Context: an optimization exercise on an open-source flow, tuned for small area, a short achievable clock period and few clock cycles per item. The choices shown serve that exercise and are no tape-out recipe.
RTL that was checked went through simulation tests only; none was proved equivalent to the original.
Function not checked in run 1: the RTL went through the layout flow alone.
Power figures rest on the tool's default switching activity, not on a simulated workload.

## flow/design.v (module list and top-level ports; edited modules follow where they fit)
// module pm32: 1209 lines
// module ENG: 8 lines
// module EONE: 7 lines
// module ETWO: 8 lines
// module XN: 7 lines
// module SEL: 9 lines
// module FA: 10 lines
// module XR: 7 lines
// module FSA: 10 lines
// module FSAN: 10 lines
// module XRN: 7 lines
// module G0: 7 lines
// module G1: 7 lines
// module G2: 7 lines
// module G3: 7 lines
// module H0: 7 lines
// module H1: 7 lines
// module H2: 7 lines
// module H3: 7 lines
// module H4: 8 lines
// module H5: 7 lines
// module H6: 8 lines
// module H7: 8 lines
// module H8: 8 lines
// module H9: 6 lines
// module H10: 7 lines
module pm32 (
    input  logic          clk,
    input  logic          rst,
    input  logic          start,
    input  logic [31:0]   mc,
    input  logic [31:0]   mp,
    output logic [63:0]   p,
    output logic          done,
    input  logic          op  
);
  // ...
==> flow/flow/run.sh <==
#!/bin/bash
# The standard layout, with the port buffers chosen here instead of by
# buffer_ports itself (it picks a slow delay buffer on sky130hd): buf_4 on the
# inputs, which feed the multiplier's wide fanout, and on the outputs.
set -euo pipefail
export DONT_BUFFER_PORTS=1
export PRE_GLOBAL_PLACE_TCL="$PWD/flow/ports.tcl"
export POST_GLOBAL_PLACE_TCL="$PWD/flow/ports_post.tcl"
bash standard.sh > standard.log 2>&1
==> flow/flow/ports.tcl <==
# Sourced by ORFS's global_place.tcl before placement (DONT_BUFFER_PORTS=1
# skips its own buffer_ports call): every input and output port gets a buffer.
# They are kept from remove_buffers, which runs next, by dont_touch until
# placement is done (ports_post.tcl).
buffer_ports -inputs -buffer_cell sky130_fd_sc_hd__buf_4
buffer_ports -outputs -buffer_cell sky130_fd_sc_hd__buf_4
set port_bufs [concat [get_cells input*] [get_cells output*]]
puts "port buffers: [llength $port_bufs]"
set_dont_touch $port_bufs
==> flow/flow/ports_post.tcl <==
# Sourced by ORFS's global_place.tcl after placement: the port buffers may be
# resized again from here on.
set port_bufs [concat [get_cells input*] [get_cells output*]]
puts "port buffers after placement: [llength $port_bufs]"
unset_dont_touch $port_bufs
==> flow/standard.sh <==
#!/bin/bash
# synth_recipe.tcl (not shown) runs the flow's synth.tcl, then flattens the netlist and writes it again
# the make line also repeats each setting of config.mk as NAME=value (left out here)
make -C /OpenROAD-flow-scripts/flow DESIGN_CONFIG=/design/flow/config.mk WORK_HOME=/design/flow/orfs CLKGATE_MAP_FILE= SYNTH_SCRIPT=/design/flow/synth_recipe.tcl "${@:-finish}"
==> flow/config.mk <==
export PLATFORM = sky130hd
export DESIGN_NAME = pm32
export DESIGN_NICKNAME = pm32
export VERILOG_FILES = /design/flow/design.v
export SDC_FILE = /design/flow/constraint.sdc
export NUM_CORES = 4
export LEC_CHECK = 0
export CAP_MARGIN = 20
export CORE_MARGIN = 2
export CORE_UTILIZATION = 40
export PLACE_DENSITY = 0.8
export SETUP_SLACK_MARGIN = 0.6
export SLEW_MARGIN = 20
export SYNTH_HIERARCHICAL = 1
==> flow/constraint.sdc <==
create_clock -name core_clock -period 5.0 [get_ports {clk}]
set_input_delay 1.0000 -clock core_clock [delete_from_list [all_inputs] [get_ports {clk}]]
set_output_delay 1.0000 -clock core_clock [all_outputs]
set_load 0.01 [all_outputs]
==> summary.txt, run 1 <==
Layout
  • Syn-to-layout area delta: 17.95%
  • Sequential cell area: 4109 um2
  • Largest class: multi-input combinational cells
  • Top reg by flops: rs
  • Post-route cell area: 30770 um2

Outcome
  • Outcome: complete, no violations

Synth
  • Synth top area cells: fa_1 (32%), xnor2_1 (21%), edfxtp_1 (16%)
  • Ys flop type: edfxtp_1
  • Post-Synth Simple-Gate Area: 0.05520
  • Post-synthesis instance total: 2503

Critical path
  • Data required, critical path: 4.00 ns
  • Crit-path cells: fa_1 -> xor2_2 -> o21ai_4 -> a21oi_4 -> o21ai_4 -> a21oi_2 -> o21ai_1 -> a21oi_2 -> buf_4 -> o21ai_1 -> xnor2_1 -> buf_4 -> buf_4
  • Worst reg2reg path startpoint: done
  • Worst Setup SP: rs[12]

Power
  • Internal: 14.30 mW
  • Leak: 10.75 nW

STA
  • Fin. Hold Viols: 0
  • Final setup viols: 0
  • Fin crit period: 4.425 ns
  • RSZ-0062 raised after global routing: true

Clock network
  • Quantity of hold-fixing buffers added after cts: 0
  • Clock Latency Late Sink: 0.44 ns

Die
  • Initial core utilization: 0.4047

Place
  • Detail Placement HPWL: 67480 um
  • # port buffers: 131

Worst hold path
  • Worst min path class: input pin to async pin

Global routing
  • Pin count of the biggest net entering global routing: 71

Detailed routing
  • Residual DRC: 0
==> run 2, diff against run 1 <==
--- a/flow/design.v
+++ b/flow/design.v
@@ -11,30 +11,26 @@
     input  logic          op  
 );
     always_ff @(posedge clk or posedge rst) begin
         if (rst)
             done <= 1'b0;
         else if (start)
             done <= 1'b1;
     end
-    logic [15:0] ng, nx;
-    logic [1:0]  onen [16];
-    logic [1:0]  twon [16];
+    logic [15:0] ng, nx, onen, twon;
     logic [32:0] mpx;
     assign mpx = {mp, 1'b0};
     genvar j, i;
     generate
         for (j = 0; j < 16; j++) begin : gen_enc
             assign nx[j]  = mpx[2*j+2];
             ENG  e0 (.c(mpx[2*j+2]), .a(mpx[2*j+1]), .b(mpx[2*j]), .y(ng[j]));
-            EONE e1 (.a(mpx[2*j+1]), .b(mpx[2*j]), .y(onen[j][0]));
-            EONE e3 (.a(mpx[2*j+1]), .b(mpx[2*j]), .y(onen[j][1]));
-            ETWO e2 (.c(mpx[2*j+2]), .a(mpx[2*j+1]), .b(mpx[2*j]), .y(twon[j][0]));
-            ETWO e4 (.c(mpx[2*j+2]), .a(mpx[2*j+1]), .b(mpx[2*j]), .y(twon[j][1]));
+            EONE e1 (.a(mpx[2*j+1]), .b(mpx[2*j]), .y(onen[j]));
+            ETWO e2 (.c(mpx[2*j+2]), .a(mpx[2*j+1]), .b(mpx[2*j]), .y(twon[j]));
         end
     endgenerate
     logic [32:0] m;
     assign m = {mc[31], mc};
     logic [33:0] z0;
     logic [32:0] pp0;
     assign z0[0] = ~nx[0];
     logic [33:0] z1;
@@ -80,47 +76,47 @@
     logic [32:0] pp14;
     assign z14[0] = ~nx[14];
     logic [33:0] z15;
     logic [32:0] pp15;
     assign z15[0] = ~nx[15];
     generate
         for (i = 0; i < 33; i++) begin : gen_pp
             XN  x0 (.a(m[i]), .b(nx[0]), .y(z0[i+1]));
-            SEL s0 (.z(z0[i+1]), .z1(z0[i]), .onen(onen[0][i/17]), .twon(twon[0][i/17]), .pp(pp0[i]));
+            SEL s0 (.z(z0[i+1]), .z1(z0[i]), .onen(onen[0]), .twon(twon[0]), .pp(pp0[i]));
             XN  x1 (.a(m[i]), .b(nx[1]), .y(z1[i+1]));
-            SEL s1 (.z(z1[i+1]), .z1(z1[i]), .onen(onen[1][i/17]), .twon(twon[1][i/17]), .pp(pp1[i]));
+            SEL s1 (.z(z1[i+1]), .z1(z1[i]), .onen(onen[1]), .twon(twon[1]), .pp(pp1[i]));
             XN  x2 (.a(m[i]), .b(nx[2]), .y(z2[i+1]));
-            SEL s2 (.z(z2[i+1]), .z1(z2[i]), .onen(onen[2][i/17]), .twon(twon[2][i/17]), .pp(pp2[i]));
+            SEL s2 (.z(z2[i+1]), .z1(z2[i]), .onen(onen[2]), .twon(twon[2]), .pp(pp2[i]));
             XN  x3 (.a(m[i]), .b(nx[3]), .y(z3[i+1]));
-            SEL s3 (.z(z3[i+1]), .z1(z3[i]), .onen(onen[3][i/17]), .twon(twon[3][i/17]), .pp(pp3[i]));
+            SEL s3 (.z(z3[i+1]), .z1(z3[i]), .onen(onen[3]), .twon(twon[3]), .pp(pp3[i]));
             XN  x4 (.a(m[i]), .b(nx[4]), .y(z4[i+1]));
-            SEL s4 (.z(z4[i+1]), .z1(z4[i]), .onen(onen[4][i/17]), .twon(twon[4][i/17]), .pp(pp4[i]));
+            SEL s4 (.z(z4[i+1]), .z1(z4[i]), .onen(onen[4]), .twon(twon[4]), .pp(pp4[i]));
             XN  x5 (.a(m[i]), .b(nx[5]), .y(z5[i+1]));
-            SEL s5 (.z(z5[i+1]), .z1(z5[i]), .onen(onen[5][i/17]), .twon(twon[5][i/17]), .pp(pp5[i]));
+            SEL s5 (.z(z5[i+1]), .z1(z5[i]), .onen(onen[5]), .twon(twon[5]), .pp(pp5[i]));
             XN  x6 (.a(m[i]), .b(nx[6]), .y(z6[i+1]));
-            SEL s6 (.z(z6[i+1]), .z1(z6[i]), .onen(onen[6][i/17]), .twon(twon[6][i/17]), .pp(pp6[i]));
+            SEL s6 (.z(z6[i+1]), .z1(z6[i]), .onen(onen[6]), .twon(twon[6]), .pp(pp6[i]));
             XN  x7 (.a(m[i]), .b(nx[7]), .y(z7[i+1]));
-            SEL s7 (.z(z7[i+1]), .z1(z7[i]), .onen(onen[7][i/17]), .twon(twon[7][i/17]), .pp(pp7[i]));
+            SEL s7 (.z(z7[i+1]), .z1(z7[i]), .onen(onen[7]), .twon(twon[7]), .pp(pp7[i]));
             XN  x8 (.a(m[i]), .b(nx[8]), .y(z8[i+1]));
-            SEL s8 (.z(z8[i+1]), .z1(z8[i]), .onen(onen[8][i/17]), .twon(twon[8][i/17]), .pp(pp8[i]));
+            SEL s8 (.z(z8[i+1]), .z1(z8[i]), .onen(onen[8]), .twon(twon[8]), .pp(pp8[i]));
             XN  x9 (.a(m[i]), .b(nx[9]), .y(z9[i+1]));
-            SEL s9 (.z(z9[i+1]), .z1(z9[i]), .onen(onen[9][i/17]), .twon(twon[9][i/17]), .pp(pp9[i]));
+            SEL s9 (.z(z9[i+1]), .z1(z9[i]), .onen(onen[9]), .twon(twon[9]), .pp(pp9[i]));
             XN  x10 (.a(m[i]), .b(nx[10]), .y(z10[i+1]));
-            SEL s10 (.z(z10[i+1]), .z1(z10[i]), .onen(onen[10][i/17]), .twon(twon[10][i/17]), .pp(pp10[i]));
+            SEL s10 (.z(z10[i+1]), .z1(z10[i]), .onen(onen[10]), .twon(twon[10]), .pp(pp10[i]));
             XN  x11 (.a(m[i]), .b(nx[11]), .y(z11[i+1]));
-            SEL s11 (.z(z11[i+1]), .z1(z11[i]), .onen(onen[11][i/17]), .twon(twon[11][i/17]), .pp(pp11[i]));
+            SEL s11 (.z(z11[i+1]), .z1(z11[i]), .onen(onen[11]), .twon(twon[11]), .pp(pp11[i]));
             XN  x12 (.a(m[i]), .b(nx[12]), .y(z12[i+1]));
-            SEL s12 (.z(z12[i+1]), .z1(z12[i]), .onen(onen[12][i/17]), .twon(twon[12][i/17]), .pp(pp12[i]));
+            SEL s12 (.z(z12[i+1]), .z1(z12[i]), .onen(onen[12]), .twon(twon[12]), .pp(pp12[i]));
             XN  x13 (.a(m[i]), .b(nx[13]), .y(z13[i+1]));
-            SEL s13 (.z(z13[i+1]), .z1(z13[i]), .onen(onen[13][i/17]), .twon(twon[13][i/17]), .pp(pp13[i]));
+            SEL s13 (.z(z13[i+1]), .z1(z13[i]), .onen(onen[13]), .twon(twon[13]), .pp(pp13[i]));
             XN  x14 (.a(m[i]), .b(nx[14]), .y(z14[i+1]));
-            SEL s14 (.z(z14[i+1]), .z1(z14[i]), .onen(onen[14][i/17]), .twon(twon[14][i/17]), .pp(pp14[i]));
+            SEL s14 (.z(z14[i+1]), .z1(z14[i]), .onen(onen[14]), .twon(twon[14]), .pp(pp14[i]));
             XN  x15 (.a(m[i]), .b(nx[15]), .y(z15[i+1]));
-            SEL s15 (.z(z15[i+1]), .z1(z15[i]), .onen(onen[15][i/17]), .twon(twon[15][i/17]), .pp(pp15[i]));
+            SEL s15 (.z(z15[i+1]), .z1(z15[i]), .onen(onen[15]), .twon(twon[15]), .pp(pp15[i]));
         end
     endgenerate
     logic t1, t2, t3, t4, t5, t6, t7, t8, t9, t10, t11, t12, t13, t14, t15, t16, t17, t18, t19, t20, t21, t22, t23, t24, t25, t26, t27, t28, t29, t30, t31, t32, t33, t34, t35, t36, t37, t38, t39, t40, t41, t42, t43, t44, t45, t46, t47, t48, t49, t50, t51, t52, t53, t54, t55, t56, t57, t58, t59, t60, t61, t62, t63, t64, t65, t66, t67, t68, t69, t70, t71, t72, t73, t74, t75, t76, t77, t78, t79, t80, t81, t82, t83, t84, t85, t86, t87, t88, t89, t90, t91, t92, t93, t94, t95, t96, t97, t98, t99, t100, t101, t102, t103, t104, t105, t106, t107, t108, t109, t110, t111, t112, t113, t114, t115, t116, t117, t118, t119, t120, t121, t122, t123, t124, t125, t126, t127, t128, t129, t130, t131, t132, t133, t134, t135, t136, t137, t138, t139, t140, t141, t142, t143, t144, t145, t146, t147, t148, t149, t150, t151, t152, t153, t154, t155, t156, t157, t158, t159, t160, t161, t162, t163, t164, t165, t166, t167, t168, t169, t170, t171, t172, t173, t174, t175, t176, t177, t178, t179, t180, t181, t182, t183, t184, t185, t186, t187, t188, t189, t190, t191, t192, t193, t194, t195, t196, t197, t198, t199, t200, t201, t202, t203, t204, t205, t206, t207, t208, t209, t210, t211, t212, t213, t214, t215, t216, t217, t218, t219, t220, t221, t222, t223, t224, t225, t226, t227, t228, t229, t230, t231, t232, t233, t234, t235, t236, t237, t238, t239, t240, t241, t242, t243, t244, t245, t246, t247, t248, t249, t250, t251, t252, t253, t254, t255, t256, t257, t258, t259, t260, t261, t262, t263, t264, t265, t266, t267, t268, t269, t270, t271, t272, t273, t274, t275, t276, t277, t278, t279, t280, t281, t282, t283, t284, t285, t286, t287, t288, t289, t290, t291, t292, t293, t294, t295, t296, t297, t298, t299, t300, t301, t302, t303, t304, t305, t306, t307, t308, t309, t310, t311, t312, t313, t314, t315, t316, t317, t318, t319, t320, t321, t322, t323, t324, t325, t326, t327, t328, t329, t330, t331, t332, t333, t334, t335, t336, t337, t338, t339, t340, t341, t342, t343, t344, t345, t346, t347, t348, t349, t350, t351, t352, t353, t354, t355, t356, t357, t358, t359, t360, t361, t362, t363, t364, t365, t366, t367, t368, t369, t370, t371, t372, t373, t374, t375, t376, t377, t378, t379, t380, t381, t382, t383, t384, t385, t386, t387, t388, t389, t390, t391, t392, t393, t394, t395, t396, t397, t398, t399, t400, t401, t402, t403, t404, t405, t406, t407, t408, t409, t410, t411, t412, t413, t414, t415, t416, t417, t418, t419, t420, t421, t422, t423, t424, t425, t426, t427, t428, t429, t430, t431, t432, t433, t434, t435, t436, t437, t438, t439, t440, t441, t442, t443, t444, t445, t446, t447, t448, t449, t450, t451, t452, t453, t454, t455, t456, t457, t458, t459, t460, t461, t462, t463, t464, t465, t466, t467, t468, t469, t470, t471, t472, t473, t474, t475, t476, t477, t478, t479, t480, t481, t482, t483, t484, t485, t486, t487, t488, t489, t490, t491, t492, t493, t494, t495, t496, t497, t498, t499, t500, t501, t502, t503, t504, t505, t506, t507, t508, t509, t510, t511, t512, t513, t514, t515, t516, t517, t518, t519, t520, t521, t522, t523, t524, t525, t526, t527, t528, t529, t530, t531, t532, t533, t534, t535, t536, t537, t538, t539, t540, t541, t542, t543, t544, t545, t546, t547, t548, t549, t550, t551, t552, t553, t554, t555, t556, t557, t558, t559, t560, t561, t562, t563, t564, t565, t566, t567, t568, t569, t570, t571, t572, t573, t574, t575, t576, t577, t578, t579, t580, t581, t582, t583, t584, t585, t586, t587, t588, t589, t590, t591, t592, t593, t594, t595, t596, t597, t598, t599, t600, t601, t602, t603, t604, t605, t606, t607, t608, t609, t610, t611, t612, t613, t614, t615, t616, t617, t618, t619, t620, t621, t622, t623, t624, t625, t626, t627, t628, t629, t630, t631, t632, t633, t634, t635, t636, t637, t638, t639, t640, t641, t642, t643, t644, t645, t646, t647, t648, t649, t650, t651, t652, t653, t654, t655, t656, t657, t658, t659, t660, t661, t662, t663, t664, t665, t666, t667, t668, t669, t670, t671, t672, t673, t674, t675, t676, t677, t678, t679, t680, t681, t682, t683, t684, t685, t686, t687, t688, t689, t690, t691, t692, t693, t694, t695, t696, t697, t698, t699, t700, t701, t702, t703, t704, t705, t706, t707, t708, t709, t710, t711, t712, t713, t714, t715, t716, t717, t718, t719, t720, t721, t722, t723, t724, t725, t726, t727, t728, t729, t730, t731, t732, t733, t734, t735, t736, t737, t738, t739, t740, t741, t742, t743, t744, t745, t746, t747, t748, t749, t750, t751, t752, t753, t754, t755, t756, t757, t758, t759, t760, t761, t762, t763, t764, t765, t766, t767, t768, t769, t770, t771, t772, t773, t774, t775, t776, t777, t778, t779, t780, t781, t782, t783, t784, t785, t786, t787, t788, t789, t790, t791, t792, t793, t794, t795, t796, t797, t798, t799, t800, t801, t802, t803, t804, t805, t806, t807, t808, t809, t810, t811, t812, t813, t814, t815, t816, t817, t818, t819, t820, t821, t822, t823, t824, t825, t826, t827, t828, t829, t830, t831, t832, t833, t834, t835, t836, t837, t838, t839, t840, t841, t842, t843, t844, t845, t846, t847, t848, t849, t850, t851, t852, t853, t854, t855, t856, t857, t858, t859, t860, t861, t862, t863, t864, t865, t866, t867, t868, t869, t870, t871, t872, t873, t874, t875, t876, t877, t878, t879, t880, t881, t882, t883, t884, t885, t886, t887, t888, t889, t890, t891, t892, t893, t894, t895, t896, t897, t898, t899, t900, t901, t902, t903, t904, t905, t906, t907, t908, t909, t910, t911, t912, t913, t914, t915, t916, t917, t918, t919, t920, t921, t922, t923, t924, t925, t926, t927, t928, t929, t930, t931, t932, t933, t934, t935, t936, t937, t938, t939, t940, t941, t942, t943, t944, t945, t946, t947, t948, t949, t950, t951, t952, t953;
     G0 ut1 (.a(ng[1]), .b(pp0[2]), .y(t1));
     G1 ut2 (.a(ng[1]), .b(pp0[2]), .y(t2));
     G0 ut3 (.a(pp0[3]), .b(pp1[1]), .y(t3));
     G1 ut4 (.a(pp0[3]), .b(pp1[1]), .y(t4));
     FA ut5 (.a(ng[2]), .b(pp0[4]), .ci(pp1[2]), .s(t5), .c(t6));
==> run 2 against run 1 <==
Still clean. Worst setup slack gained 0.050 ns. Via count increased by 0.14%. Synthesized area is 1.7% lower. Die area decreased by 1.7%. Register-to-register slack is essentially flat. Global-route usage grew 0.95 points. Total power down 2.5%. Wire length grew 4.5%. Combinational power down 3%. Clock-buffer cell count stayed put. Critical path depth is the same.
==> summary.txt, run 2 <==
Outcome
  • Outcome: complete, no violations

Die
  • Die height: 257.2 um
  • Rows: 92
  • Initial core utilization: 0.4058 (+0.001155)
  • Chip Width: 257.2 um
  • Die area: 66160 um2
  • IO Pins: 133
  • Core area: 63200 um2

Synth
  • Post-synthesis sequential area ratio: 0.1602
  • Syn_area_per_cell: 10.52 um2
  • Synth Cell Area: 25650 um2
  • Synth top area cells: fa_1 (33%), xnor2_1 (21%), edfxtp_1 (16%)
  • Top cell type's share of synthesized area: 0.3278
  • Yosys reg bits: 137
  • Async SR Flop Fraction: 0.007299
  • Ys flop type: edfxtp_1
  • Post-synthesis instance total: 2439 (-2.6%)
  • Yosys warnings: 7
  • Number of synthesized flops with an enable pin: 136
  • Distinct cells, synth: 20
  • Most common cell in the synthesized netlist: xnor2_1
  • Synth cell count leaders: xnor2_1 (623), o22ai_1 (528), fa_1 (420)
  • Cell accounting for the most synthesized area: fa_1

Layout
  • Layout Nets: 3208
  • Ratio of cells with drive above 1 in the final layout: 0.2056
  • Syn-to-layout area delta: 19.44%
  • Top reg by flops: rs
  • Max FFs per register: 51
  • Sequential cell area: 4109 um2 (unchanged)
  • Fillers: 5531
  • Most common cell after layout, fill and taps aside: xnor2_1
  • Largest regs: rs (51), rc (49), rt (23)
  • Multi-input logic area: 21840 um2
  • Commonest cells after routing, fill and taps aside: xnor2_1 (581), o22ai_1 (516), fa_1 (410), buf_4 (270), edfxtp_1 (136)

Power
  • Leak: 10.72 nW (-0.24%)
  • Peak VDD IR: 0.0005128 V
  • Total Power: 27.02 mW
  • PD cells: 882.0 nW/um2

STA
  • Worst-Margin Slew: 0.6897 ns
  • F_max: 228.6 MHz
  • Final setup viols: 0 (unchanged)
  • Post-Route Setup TNS: 0 ns
  • Slew HR: 0.5402
  • RSZ-0062 raised after global routing: true
  • Fin crit period: 4.375 ns (-0.05018 ns)
  • Clk_skew: 0 ns
  • Fin. Hold Viols: 0 (unchanged)
  • Fin. max-slew vios: 0
  • Fin crit share: 0.8750

Place
  • # port buffers: 131 (unchanged)
  • Detail Placement HPWL: 66780 um (-1.0%)

Detailed routing
  • DR vias/cell: 6.060
  • Routed vias: 21700
  • Routed WL: 85670 um
  • Residual DRC: 0 (unchanged)
  • Antenna Violating Nets Remaining: 0
  • DR iter-0 viols: 2339
  • Routed wire per std cell: 23.92 um
  • DRT Pass-1 Iters: 5

Global routing
  • Antenna violations before repair: 2
  • Gr usage total: 0.2516
  • First-pass GRT wire length: 127400 um
  • Pin count of the biggest net entering global routing: 89 (+25%)
  • Vias in the first global route: 21760
  • Grt total ovfl: 0

Clock network
  • Longest Clk Path Bufs: 2
  • Quantity of hold-fixing buffers added after cts: 0 (unchanged)
  • Clock Latency Late Sink: 0.46 ns (+0.02 ns)
  • CTS tree: built
  • Clock sink count: 137
  • Clock root cell: clkbuf_16
  • Htree depth: 4
  • Cts bufs inserted: 17
  • Clock transition at path regs: 0.06 ns

Critical path
  • Crit-path slowest cell: fa_1
  • CP dominant cell by count: fa_1
  • Data required, critical path: 5.19 ns (+1.19 ns)
  • Crit start category: input pin
  • Critical path's largest stage delay: 0.52 ns
  • Worst Path Buf+Inv: 6
  • Kind of critical path: input pin to register
  • Crit-path cells: buf_4 -> buf_4 -> xnor2_4 -> buf_12 -> buf_4 -> buf_4 -> o22ai_1 -> inv_1 -> fa_1 -> fa_1 -> fa_1 -> fa_1 -> fa_1
  • Crit-path leading delay family: adder cells
  • R2R setup slack: 4.29 ns
  • Critical path arrival: 4.56 ns
  • Worst Setup End Kind: register
  • Worst-path maximum fanout: 17

Worst hold path
  • Worst min path class: input pin to async pin

Run
  • Max-cap viol count: 0
==> run 2: layout make-up <==
class	instances	share of cell area
Clock inverter	15	0.003799
Multi-Input combinational cell	2158	0.7129
Timing Repair Buffer	253	0.07544
Tap cell	846	0.03456
Inverter	101	0.01238
Sequential cell	137	0.1341
Antenna cell	2	0.0001634
Buffer	52	0.01274
Clock buffer	17	0.01389
==> run 2: where the power goes <==
part           leakage [nW]  total (mW)  switching, mW  internal, mW
combinational          9.11        22.8           12.1          10.6
clock                 0.272        1.19          0.546         0.641
sequential             1.34        3.07          0.319          2.75
==> run 2: logic make-up after synthesis <==
kind of cell / Yosys count / share of synthesized area
AOI/OAI and AO/OA: 732 / 0.1848
xor gates and xnor gates: 730 / 0.2493
adders and majority gates: 420 / 0.3278
and+or+nand+nor: 265 / 0.04757
buffers and inverters: 153 / 0.03000
DFF: 137 / 0.1602
other: 2 / 0.0002928
==> run 2: per-module statistics from Yosys (local to each module, per instance), excerpt <==
module / cells / flops+latches / cell area, um2 / times used
H7: 2 / 0 / 12.51 / 20
H0: 1 / 0 / 8.758 / 79
pm32: 264 / 137 / 4783 / 1
FA: 1 / 0 / 20.02 / 420
SEL: 1 / 0 / 6.256 / 528
H4: 1 / 0 / 5.005 / 88
H5: 1 / 0 / 3.754 / 64
ENG: 1 / 0 / 11.26 / 16
XN: 1 / 0 / 8.758 / 528
EONE: 1 / 0 / 8.758 / 16
H6: 1 / 0 / 8.758 / 57
H10: 1 / 0 / 6.256 / 2
ETWO: 3 / 0 / 18.77 / 16
H2: 1 / 0 / 3.754 / 78
==> run 2: final timing paths <==
kind,depth (start not counted),to,startpoint
max,13,rs[34],mp[11]
min,2,done,rst
max in group asynchronous,2,done,rst
max reg2reg,1,done,done
min reg2reg,1,done,done
min in group core_clock,1,done,done
==> run 2: through the flow <==
stage,instances,instance area (um2),utilization,hold slack (ns),worst slack [ns]
after floorplan,2445,26270,-,0.5039,0.5562
after global placement,3526,29440,0.4658,0.4523,0.1610
final,3581,30630,0.4847,0.3767,0.6248
after detailed placement,3526,29440,0.4658,0.4528,0.06881
after global routing,3581,30630,0.4847,0.3713,0.5100
after CTS,3560,30060,0.4757,0.3592,0.5544
==> run 2: timing repair <==
| action | 4_1_cts | 5_1_grt |
|---|---|---|
| setup endpoints to repair | 13 | 63 |
| pin swaps | 0 | 12 |
| resized for setup | 15 | 69 |
| gates cloned | 0 | 3 |
| setup buffers | 2 | 16 |
==> run 2: layer usage <==
metal / routed length, um / GRT usage / part of all wire / up-vias
met5: 0 / 0 / 0 / -
met4: 5111 / 0.1436 / 0.060 / 0
met3: 10230 / 0.06856 / 0.12 / 296
met2: 39390 / 0.3990 / 0.46 / 1450
met1: 30940 / 0.3093 / 0.36 / 10700
li1: - / - / - / 9258
Testbench counts of run 2, summed over its fixed seeds: cycles 1,600, items 1,600.

[what the ideal ports hide]
How much do the figures lean on ideal ports? The routed layouts below were timed once more, with nothing changed but the port constraints.
Step 1 sets driving cells, clkbuf_16 on the clock port and buf_2 on the other inputs (assumed; they add their load-dependent delay and slew).
Step 2 times the ports against the registers' clock, not the clock port: input delays grow and output delays shrink by t, the midpoint of the rising clock arrivals with the driver on.
Slacks: ideal ports / drivers / drivers and shift; pairs: ideal ports / drivers.
run	t (ns)	setup slack, ns	cell pins on the clock port's net
run 1	0.496	0.575 / 0.520 / 0.133	1
run 2	0.510	0.625 / 0.587 / 0.078	1
After both steps setup and hold are still met in every run listed. For run 2, which loses most, drivers alone change the setup slack by -0.038 ns; drivers and shift together by -0.547 ns.
